This design comes from an exercise in tuning for small area on the open sky130 flow, not from production work. RTL that was checked went through simulation tests only; none was proved equivalent to the original. Power is estimated from default activity; no workload was simulated.

Setup of try-onyx:
// EF_TCC32_apb
module EF_TCC32_apb (
	input	wire 		ext_clk,
	input	wire 		PCLK,
	input	wire 		PRESETn,
	input	wire [31:0]	PADDR,
	input	wire 		PWRITE,
	input	wire 		PSEL,
	input	wire 		PENABLE,
	input	wire [31:0]	PWDATA,
	output	wire [31:0]	PRDATA,
	output	wire 		PREADY,
	output	wire 		irq
);
Settings: LEC_CHECK=0, CAP_MARGIN=20, CORE_MARGIN=2, CORE_UTILIZATION=60, CTS_BUF_LIST=sky130_fd_sc_hd__clkbuf_2 sky130_fd_sc_hd__clkbuf_4 sky130_fd_sc_hd__clkbuf_8, SLEW_MARGIN=20; clock period 10.0 ns.
run.sh (not shown) runs the stock make flow with config.mk's settings and CLKGATE_MAP_FILE= SYNTH_SCRIPT=/design/flow/synth_recipe.tcl, a recipe that flattens the netlist after the stock synthesis.
Input-level comparison between try-ember and try-onyx:
Settings: CTS_BUF_LIST now sky130_fd_sc_hd__clkbuf_4, was sky130_fd_sc_hd__clkbuf_2 sky130_fd_sc_hd__clkbuf_4 sky130_fd_sc_hd__clkbuf_8; CORE_UTILIZATION now 40, was 60.
- The number of fill cells in the layout number comes out lower for try-onyx vs try-ember.
- Proportion of power drawn by the clock network (higher): try-onyx
- In the metrics for try-onyx and try-ember, the one carrying the higher global-route usage is try-onyx.
- Hold slack: try-ember > try-onyx
- Diff try-onyx -> try-ember: share of cell area taken by flip-flops and latches went down by 0.34 points, instance count along the most critical hold path was more or less identical, minimum clock period went down by 0.13 ns.
- try-ember: wire length higher than try-onyx
- On non-clock buffer total of the final layout, the lower figure sits with try-ember, not try-onyx.
- Against try-onyx, placer's final routability congestion estimate in try-ember rose slightly.
Here is what was changed in the inputs of try-raven compared with try-ember.
Settings: CORE_UTILIZATION changed from 40 to 60; CTS_BUF_LIST changed from sky130_fd_sc_hd__clkbuf_4 to sky130_fd_sc_hd__clkbuf_8; CTS_CLUSTER_DIAMETER newly set to 50; CTS_CLUSTER_SIZE newly set to 15.
## What came out
- For try-ember and try-raven, there was not a single run that failed to finish clean.
- try-raven vs try-ember: die area down in try-raven
- The multi-input combinational area share reported for try-raven is greater than that of try-ember by 0.84 points.
- Taking try-ember as the reference, in try-raven HPWL after detailed placement held steady; arrival time of the worst setup path -0.02 ns; delay contributed by the slowest stage of the critical path was more or less identical; total power consumption of the routed design shrank by 0.095 mW.
- Compared try-raven vs try-ember, and initial antenna violation count is down in try-raven.
- [compare] base=try-ember new=try-raven: post-synthesis net count comparable, via count now smaller, least setup slack across all paths after layout now smaller.
Setup changes, try-raven to try-garnet
Settings: CTS_BUF_LIST: sky130_fd_sc_hd__clkbuf_8 -> unset; CTS_CLUSTER_DIAMETER: 50 -> unset; CTS_CLUSTER_SIZE: 15 -> unset; CORE_UTILIZATION: 60 -> 40.
==> comparison <==
Every run (try-garnet and try-raven) finished clean.
Total power: try-garnet above try-raven
Per the comparison of try-garnet with try-raven, maximum frequency moved up; worst setup slack moved up; setup skew after layout moved down; design area moved up.
No functional check of the RTL was part of any run of this note.


run 1:
EF_TCC32_apb, a different RTL version from the one above (not shown whole).
For scale: about 780 cells after synthesis, ~100 I/O pins.
clock: 10.0 ns
lec_check: 0
cap_margin: 20
core_margin: 2
core_utilization: 40
slew_margin: 20
synth_hierarchical: 1
synth_minimum_keep_size: 0
standard.sh (not shown) runs the stock make flow with config.mk's settings and CLKGATE_MAP_FILE= SYNTH_SCRIPT=/design/flow/synth_recipe.tcl, a recipe that flattens the netlist after the stock synthesis.
==> flow/flow/run.sh <==
#!/bin/bash
# Standard ORFS layout (the standard.sh) with two changes to how the
# layout is made:
#  - after synthesis, combinational cells that ABC sized up are set back to
#    their smallest size (flow/downsize.py); the resizer sizes up again where
#    slew, capacitance or timing need it
#  - port buffers use the smallest buffer cell (buf_1)
#  - clock tree: clkbuf_4 buffers, small sink clusters, no dummy load cells
# Each step's output goes to its own log in this folder; ORFS's own per-step
# logs stay under orfs/logs/.
set -euo pipefail
RES=orfs/results/${FLOW_PLATFORM}/EF_TCC32_apb/base
LIB=${FLOW_HOME}/platforms/${FLOW_PLATFORM}/lib/sky130_fd_sc_hd__tt_025C_1v80.lib
bash standard.sh "$PWD/$RES/1_2_yosys.v" > flow_synth.log 2>&1
python3 flow/downsize.py "$LIB" "$RES/1_2_yosys.v" > flow_downsize.log 2>&1
bash standard.sh \
  "BUFFER_PORTS_ARGS=-buffer_cell sky130_fd_sc_hd__buf_1" \
  "CTS_ARGS=-sink_clustering_enable -repair_clock_nets -dont_use_dummy_load -buf_list sky130_fd_sc_hd__clkbuf_4 -sink_clustering_size 12 -sink_clustering_max_diameter 35" \
  finish > flow_make.log 2>&1
==> flow/flow/downsize.py <==
#!/usr/bin/env python3
"""Replace every combinational cell in a Yosys netlist by the smallest-area
cell of the same family (same function and pins, e.g. nor4_2 -> nor4_1).
Flip-flops, buffers and inverters are left as they are. The placer's
repair_design and repair_timing size cells up again where slew, capacitance
or timing need it.  usage: downsize.py LIB NETLIST"""
import re, sys
lib, net = sys.argv[1], sys.argv[2]
area = {}
for c in re.split(r'\n\s*cell\s*\(', open(lib).read())[1:]:
    n = re.match(r'\s*"?(\w+)', c).group(1)
    m = re.search(r'area\s*:\s*([\d.]+)', c)
    if m:
        area[n] = float(m.group(1))
fam = {}
for n, a in area.items():
    m = re.match(r'(sky130_fd_sc_hd__\w+?)_(\d+)$', n)
    if m:
        fam.setdefault(m.group(1), []).append((a, int(m.group(2)), n))
skip = re.compile(r'__(e?s?df|dl|buf|clkbuf|inv|clkinv|bufinv|clkdly|dlygate|dlymetal|conb|tap|fill|decap|lpflow|probe|diode|macro)')
best = {}
for f, v in fam.items():
    if skip.search(f + '_'):
        continue
    v.sort()
    for a, d, n in v:
        best[n] = v[0][2]
s = open(net).read()
cnt = [0]
def rep(m):
    n = m.group(1)
    b = best.get(n, n)
    if b != n:
        cnt[0] += 1
    return b + m.group(2)
s = re.sub(r'\b(sky130_fd_sc_hd__\w+)(\s+\S+\s*\()', rep, s)
open(net, 'w').write(s)
print('downsized', cnt[0], 'cells')
[inputs] run 2 vs run 1
- changing CORE_UTILIZATION from 40 to 70
diff --git a/flow/flow/run.sh b/flow/flow/run.sh
--- a/flow/flow/run.sh
+++ b/flow/flow/run.sh
@@ -16,4 +16,4 @@
 bash standard.sh \
   "BUFFER_PORTS_ARGS=-buffer_cell sky130_fd_sc_hd__buf_1" \
-  "CTS_ARGS=-sink_clustering_enable -repair_clock_nets -dont_use_dummy_load -buf_list sky130_fd_sc_hd__clkbuf_4 -sink_clustering_size 12 -sink_clustering_max_diameter 35" \
+  "CTS_ARGS=-sink_clustering_enable -repair_clock_nets -dont_use_dummy_load -buf_list sky130_fd_sc_hd__clkbuf_4 -sink_clustering_size 10 -sink_clustering_max_diameter 40" \
   finish > flow_make.log 2>&1
Findings:
- In run 2 relative to run 1, total design power had gone down by a few percent.
- Compared with run 1, final non-filler cell area in run 2 decreased by a few percent.
- Delta (run 2 minus run 1): static leakage moved down; post-route fraction of the period consumed by the critical path moved up.
Relative to run 2, the following input files were edited for run 3:
- a change of CORE_UTILIZATION from 70 to 40
diff --git a/flow/flow/run.sh b/flow/flow/run.sh
--- a/flow/flow/run.sh
+++ b/flow/flow/run.sh
@@ -16,4 +16,4 @@
 bash standard.sh \
   "BUFFER_PORTS_ARGS=-buffer_cell sky130_fd_sc_hd__buf_1" \
-  "CTS_ARGS=-sink_clustering_enable -repair_clock_nets -dont_use_dummy_load -buf_list sky130_fd_sc_hd__clkbuf_4 -sink_clustering_size 10 -sink_clustering_max_diameter 40" \
+  "CTS_ARGS=-sink_clustering_enable -repair_clock_nets -dont_use_dummy_load -buf_list sky130_fd_sc_hd__clkbuf_4 -sink_clustering_size 10 -sink_clustering_max_diameter 30" \
   finish > flow_make.log 2>&1
Findings:
The lower first-iteration DRC count came out of run 3. Non-clock buffer count (run 3 over run 2): decrease, 2. Going from run 2 to run 3, the initial antenna violation count was found to have gone up by 1.


== oak ==
Another version of the RTL of EF_TCC32_apb (not shown whole).
Size in the first run: ~780 cells after synthesis, about 220 flip-flops, about 100 I/O pins.
Settings: LEC_CHECK=0, CAP_MARGIN=20, CORE_MARGIN=2, CORE_UTILIZATION=40, CTS_BUF_LIST=sky130_fd_sc_hd__clkbuf_8, CTS_CLUSTER_DIAMETER=50, CTS_CLUSTER_SIZE=15, SLEW_MARGIN=20, SYNTH_HIERARCHICAL=1, SYNTH_MINIMUM_KEEP_SIZE=0; clock period 10.0 ns.
==> flow/flow/run.sh <==
#!/bin/bash
# Standard ORFS layout (the standard.sh), with two changes to how the
# layout is made:
#  - port buffers use the smallest buffer cell (buf_1) instead of ORFS's pick
#  - after global routing, non-critical gates are downsized (RECOVER_POWER)
# The make output goes to flow_make.log; ORFS's own per-step logs stay under
# orfs/logs/.
set -euo pipefail
bash standard.sh \
  "BUFFER_PORTS_ARGS=-buffer_cell sky130_fd_sc_hd__buf_1" \
  "RECOVER_POWER=100" \
  finish > flow_make.log 2>&1
oak: all stages done; final checks FAILED (capacitance limit, slew limit).
--- input diff oak..pine ---
==> flow/run.sh (new file) <==
#!/bin/bash
# synth_recipe.tcl (not shown) runs the flow's synth.tcl, then flattens the netlist and writes it again
# the make line also repeats each setting of config.mk as NAME=value (left out here)
make -C /OpenROAD-flow-scripts/flow DESIGN_CONFIG=/design/flow/config.mk WORK_HOME=/design/flow/orfs CLKGATE_MAP_FILE= SYNTH_SCRIPT=/design/flow/synth_recipe.tcl finish
removed: flow/flow/run.sh
removed: flow/standard.sh
Results
- For the worst setup slack after layout, pine came in 0.31 ns higher than oak did.
- pine: all stages complete, timing, DRC and antenna checks passed
- [pine vs oak] fraction of power consumed by combinational cells: higher in pine
- Looking at total of clock buffers placed in the layout, pine sits 1 higher than oak does.
- Against oak, pine comes in 3.2 points lower on sequential portion of the cell area.
- Sort pine and oak by sequential share of power desc -> top: oak
- pine against oak: timing-limited maximum frequency now larger, share of power burned in the clock network grew by 2.1 points.
Relative to pine, the following input files were edited for birch:
# pine
export LEC_CHECK = 0
export CAP_MARGIN = 20
export CORE_MARGIN = 2
export CORE_UTILIZATION = 40
export CTS_BUF_LIST = sky130_fd_sc_hd__clkbuf_8
export CTS_CLUSTER_DIAMETER = 50
export CTS_CLUSTER_SIZE = 15
export SLEW_MARGIN = 20
export SYNTH_HIERARCHICAL = 1
export SYNTH_MINIMUM_KEEP_SIZE = 0
create_clock -name core_clock -period 10.0 [get_ports {PCLK}]
# birch
export LEC_CHECK = 0
export CAP_MARGIN = 20
export CORE_MARGIN = 2
export CORE_UTILIZATION = 60
export CTS_BUF_LIST = sky130_fd_sc_hd__clkbuf_8
export CTS_CLUSTER_DIAMETER = 60
export CTS_CLUSTER_SIZE = 20
export SLEW_MARGIN = 20
export SYNTH_HIERARCHICAL = 1
export SYNTH_MINIMUM_KEEP_SIZE = 0
create_clock -name core_clock -period 10.0 [get_ports {PCLK}]
==> flow/flow/run.sh (new file) <==
#!/bin/bash
# Standard ORFS layout (the standard.sh) with two changes to how the
# layout is made:
#  - after synthesis, combinational cells that ABC sized up are set back to
#    their smallest size (flow/downsize.py); the resizer sizes up again where
#    slew, capacitance or timing need it
#  - port buffers use the smallest buffer cell (buf_1)
# Each step's output goes to its own log in this folder; ORFS's own per-step
# logs stay under orfs/logs/.
set -euo pipefail
RES=orfs/results/${FLOW_PLATFORM}/EF_TCC32_apb/base
LIB=${FLOW_HOME}/platforms/${FLOW_PLATFORM}/lib/sky130_fd_sc_hd__tt_025C_1v80.lib
bash standard.sh "$PWD/$RES/1_2_yosys.v" > flow_synth.log 2>&1
python3 flow/downsize.py "$LIB" "$RES/1_2_yosys.v" > flow_downsize.log 2>&1
bash standard.sh \
  "BUFFER_PORTS_ARGS=-buffer_cell sky130_fd_sc_hd__buf_1" \
  finish > flow_make.log 2>&1
==> flow/flow/downsize.py (new file) <==
#!/usr/bin/env python3
"""Replace every combinational cell in a Yosys netlist by the smallest-area
cell of the same family (same function and pins, e.g. nor4_2 -> nor4_1).
Flip-flops, buffers and inverters are left as they are. The placer's
repair_design and repair_timing size cells up again where slew, capacitance
or timing need it.  usage: downsize.py LIB NETLIST"""
import re, sys
lib, net = sys.argv[1], sys.argv[2]
area = {}
for c in re.split(r'\n\s*cell\s*\(', open(lib).read())[1:]:
    n = re.match(r'\s*"?(\w+)', c).group(1)
    m = re.search(r'area\s*:\s*([\d.]+)', c)
    if m:
        area[n] = float(m.group(1))
fam = {}
for n, a in area.items():
    m = re.match(r'(sky130_fd_sc_hd__\w+?)_(\d+)$', n)
    if m:
        fam.setdefault(m.group(1), []).append((a, int(m.group(2)), n))
skip = re.compile(r'__(e?s?df|dl|buf|clkbuf|inv|clkinv|bufinv|clkdly|dlygate|dlymetal|conb|tap|fill|decap|lpflow|probe|diode|macro)')
best = {}
for f, v in fam.items():
    if skip.search(f + '_'):
        continue
    v.sort()
    for a, d, n in v:
        best[n] = v[0][2]
s = open(net).read()
cnt = [0]
def rep(m):
    n = m.group(1)
    b = best.get(n, n)
    if b != n:
        cnt[0] += 1
    return b + m.group(2)
s = re.sub(r'\b(sky130_fd_sc_hd__\w+)(\s+\S+\s*\()', rep, s)
open(net, 'w').write(s)
print('downsized', cnt[0], 'cells')
==> flow/standard.sh (new file) <==
#!/bin/bash
# synth_recipe.tcl (not shown) runs the flow's synth.tcl, then flattens the netlist and writes it again
# the make line also repeats each setting of config.mk as NAME=value (left out here)
make -C /OpenROAD-flow-scripts/flow DESIGN_CONFIG=/design/flow/config.mk WORK_HOME=/design/flow/orfs CLKGATE_MAP_FILE= SYNTH_SCRIPT=/design/flow/synth_recipe.tcl "${@:-finish}"
removed: flow/run.sh
==> comparison <==
- pine leaves less setup margin than birch.
- [compare] base=pine new=birch: logic depth of the worst path, buffers included picked up an extra 28, number of pins exceeding their max-slew limit in the final report closely matched the old numbers, number of clock buffers in the layout went down.
- Going from pine to birch, number of global-route vias before repair went up, setup fix buffers added after clock tree synthesis did not really move, proportion of total power due to net switching went down, multi-input gate share of total cell area went up.


## lane 1
EF_TCC32_apb with an RTL version that a note above also has.
For scale: ~0.0096 mm^2 of cells after synthesis.
==> flow/config.mk <==
export PLATFORM = sky130hd
export DESIGN_NAME = EF_TCC32_apb
export DESIGN_NICKNAME = EF_TCC32_apb
export VERILOG_FILES = /design/flow/design.v
export SDC_FILE = /design/flow/constraint.sdc
export NUM_CORES = 4
export LEC_CHECK = 0
export CAP_MARGIN = 20
export CORE_MARGIN = 2
export CORE_UTILIZATION = 40
export SLEW_MARGIN = 20
export SYNTH_HIERARCHICAL = 1
export SYNTH_MINIMUM_KEEP_SIZE = 0
==> flow/constraint.sdc <==
create_clock -name core_clock -period 10.0 [get_ports {PCLK}]
set_input_delay 2.0000 -clock core_clock [delete_from_list [all_inputs] [get_ports {PCLK}]]
set_output_delay 2.0000 -clock core_clock [all_outputs]
set_load 0.01 [all_outputs]
==> flow/flow/run.sh <==
#!/bin/bash
# Standard ORFS layout (the standard.sh) with two changes to how the
# layout is made:
#  - after synthesis, combinational cells that ABC sized up are set back to
#    their smallest size (flow/downsize.py); the resizer sizes up again where
#    slew, capacitance or timing need it
#  - port buffers use the smallest buffer cell (buf_1)
#  - clock tree: clkbuf_4 buffers, small sink clusters, no dummy load cells
# Each step's output goes to its own log in this folder; ORFS's own per-step
# logs stay under orfs/logs/.
set -euo pipefail
RES=orfs/results/${FLOW_PLATFORM}/EF_TCC32_apb/base
LIB=${FLOW_HOME}/platforms/${FLOW_PLATFORM}/lib/sky130_fd_sc_hd__tt_025C_1v80.lib
bash standard.sh "$PWD/$RES/1_2_yosys.v" > flow_synth.log 2>&1
python3 flow/downsize.py "$LIB" "$RES/1_2_yosys.v" > flow_downsize.log 2>&1
bash standard.sh \
  "BUFFER_PORTS_ARGS=-buffer_cell sky130_fd_sc_hd__buf_1" \
  "CTS_ARGS=-sink_clustering_enable -repair_clock_nets -dont_use_dummy_load -buf_list sky130_fd_sc_hd__clkbuf_4 -sink_clustering_size 10 -sink_clustering_max_diameter 40" \
  finish > flow_make.log 2>&1
==> flow/flow/downsize.py <==
#!/usr/bin/env python3
"""Replace every combinational cell in a Yosys netlist by the smallest-area
cell of the same family (same function and pins, e.g. nor4_2 -> nor4_1).
Flip-flops, buffers and inverters are left as they are. The placer's
repair_design and repair_timing size cells up again where slew, capacitance
or timing need it.  usage: downsize.py LIB NETLIST"""
import re, sys
lib, net = sys.argv[1], sys.argv[2]
area = {}
for c in re.split(r'\n\s*cell\s*\(', open(lib).read())[1:]:
    n = re.match(r'\s*"?(\w+)', c).group(1)
    m = re.search(r'area\s*:\s*([\d.]+)', c)
    if m:
        area[n] = float(m.group(1))
fam = {}
for n, a in area.items():
    m = re.match(r'(sky130_fd_sc_hd__\w+?)_(\d+)$', n)
    if m:
        fam.setdefault(m.group(1), []).append((a, int(m.group(2)), n))
skip = re.compile(r'__(e?s?df|dl|buf|clkbuf|inv|clkinv|bufinv|clkdly|dlygate|dlymetal|conb|tap|fill|decap|lpflow|probe|diode|macro)')
best = {}
for f, v in fam.items():
    if skip.search(f + '_'):
        continue
    v.sort()
    for a, d, n in v:
        best[n] = v[0][2]
s = open(net).read()
cnt = [0]
def rep(m):
    n = m.group(1)
    b = best.get(n, n)
    if b != n:
        cnt[0] += 1
    return b + m.group(2)
s = re.sub(r'\b(sky130_fd_sc_hd__\w+)(\s+\S+\s*\()', rep, s)
open(net, 'w').write(s)
print('downsized', cnt[0], 'cells')
## Diff of input files: lane 2 against lane 1
- changing CORE_UTILIZATION from 40 to 60
==> comparison <==
In terms of share of total power in combinational logic, lane 1 and lane 2 differ only marginally.
| met2 capacity usage during global routing | higher: lane 2 |
Lane 2 | stages: all done | timing, DRC, antenna: all pass
Row slew of the pin with the lowest slew margin: lane 2 higher / lane 1 lower
Modified inputs, lane 3 compared to lane 2
- changing CORE_UTILIZATION from 60 to 40
-- flow/flow/run.sh --
<<< lane 2, line 16
bash standard.sh \
  "BUFFER_PORTS_ARGS=-buffer_cell sky130_fd_sc_hd__buf_1" \
  "CTS_ARGS=-sink_clustering_enable -repair_clock_nets -dont_use_dummy_load -buf_list sky130_fd_sc_hd__clkbuf_4 -sink_clustering_size 10 -sink_clustering_max_diameter 40" \
  finish > flow_make.log 2>&1
>>> lane 3, line 16
bash standard.sh \
  "BUFFER_PORTS_ARGS=-buffer_cell sky130_fd_sc_hd__buf_1" \
  "CTS_ARGS=-sink_clustering_enable -repair_clock_nets -dont_use_dummy_load -buf_list sky130_fd_sc_hd__clkbuf_4 -sink_clustering_size 11 -sink_clustering_max_diameter 40" \
  finish > flow_make.log 2>&1
Notes after the runs:
- [compare] base=lane 2 new=lane 3: setup slack of the critical path after layout rose 0.52 ns; shortest period the worst path allows fell 0.52 ns; relative area of non-clock buffer cells in the final design fell 0.19 points.
Inputs modified between lane 3 and lane 4:
-- flow/flow/run.sh --
<<< lane 3, line 16
bash standard.sh \
  "BUFFER_PORTS_ARGS=-buffer_cell sky130_fd_sc_hd__buf_1" \
  "CTS_ARGS=-sink_clustering_enable -repair_clock_nets -dont_use_dummy_load -buf_list sky130_fd_sc_hd__clkbuf_4 -sink_clustering_size 11 -sink_clustering_max_diameter 40" \
  finish > flow_make.log 2>&1
>>> lane 4, line 16
bash standard.sh \
  "BUFFER_PORTS_ARGS=-buffer_cell sky130_fd_sc_hd__buf_1" \
  "CTS_ARGS=-sink_clustering_enable -repair_clock_nets -dont_use_dummy_load -buf_list sky130_fd_sc_hd__clkbuf_2 -sink_clustering_size 6 -sink_clustering_max_diameter 30" \
  finish > flow_make.log 2>&1
Notes after the runs:
- Lane 4 did not stop at any stage, and its layout met the timing, DRC and antenna checks.
- Lane 3: done, clean on timing, DRC and antenna
- In lane 4, the worst supply voltage drop on vdd came out about 3.5% below the value in lane 3.
- In terms of summed area of non-filler cells in the final layout, lane 3 and lane 4 differ only marginally.
- Lane 4 vs lane 3 — detail-routed net length per standard cell dropped 0.46%.
- Compared with lane 3, sum of routed wire segments on met1 in lane 4 increased slightly.
- Total power for lane 4: about 1.1% up relative to lane 3

==> static timing again, ports no longer ideal <==
Ports are ideal in the flow. The routed layouts listed here were re-timed in OpenROAD. Step 1, drivers: a clkbuf_16 drives PCLK and a buf_2 each remaining input, both assumed. Step 2, shift: input delay + t, output delay - t, t = (earliest + latest rising clock arrival at the registers) / 2. This alone moves slack from input paths to output paths. Three values: ideal ports, drivers, drivers and shift; two values: the first two.
| run | t, ns | slack for setup (ns) | worst slew at a driven data input, ns |
|---|---|---|---|
| try-onyx | 0.571 | 1.926 / 1.926 / 1.926 | 0.05 |
| try-ember | 0.709 | 2.060 / 2.060 / 2.060 | 0.04 |
| try-raven | 0.599 | 1.977 / 1.977 / 1.977 | 0.05 |
| try-garnet | 0.554 | 2.095 / 2.084 / 2.084 | 0.04 |
| run 1 | 0.637 | 3.326 / 3.326 / 3.326 | 0.04 |
| run 2 | 0.680 | 2.778 / 2.778 / 2.778 | 0.07 |
| run 3 | 0.661 | 3.263 / 3.263 / 3.263 | 0.04 |
| oak | 0.595 | 2.060 / 2.040 / 2.040 | 0.03 |
| pine | 0.593 | 2.374 / 2.352 / 2.352 | 0.05 |
| birch | 0.548 | 2.949 / 2.949 / 2.949 | 0.04 |
| lane 1 | 0.688 | 3.266 / 3.266 / 3.266 | 0.04 |
| lane 2 | 0.689 | 2.793 / 2.793 / 2.793 | 0.04 |
| lane 3 | 0.693 | 3.312 / 3.312 / 3.312 | 0.04 |
| lane 4 | 0.780 | 3.235 / 3.235 / 3.235 | 0.04 |
The setup slack of pine, which loses most, moves by -0.022 ns with the drivers and by -0.022 ns with both steps.
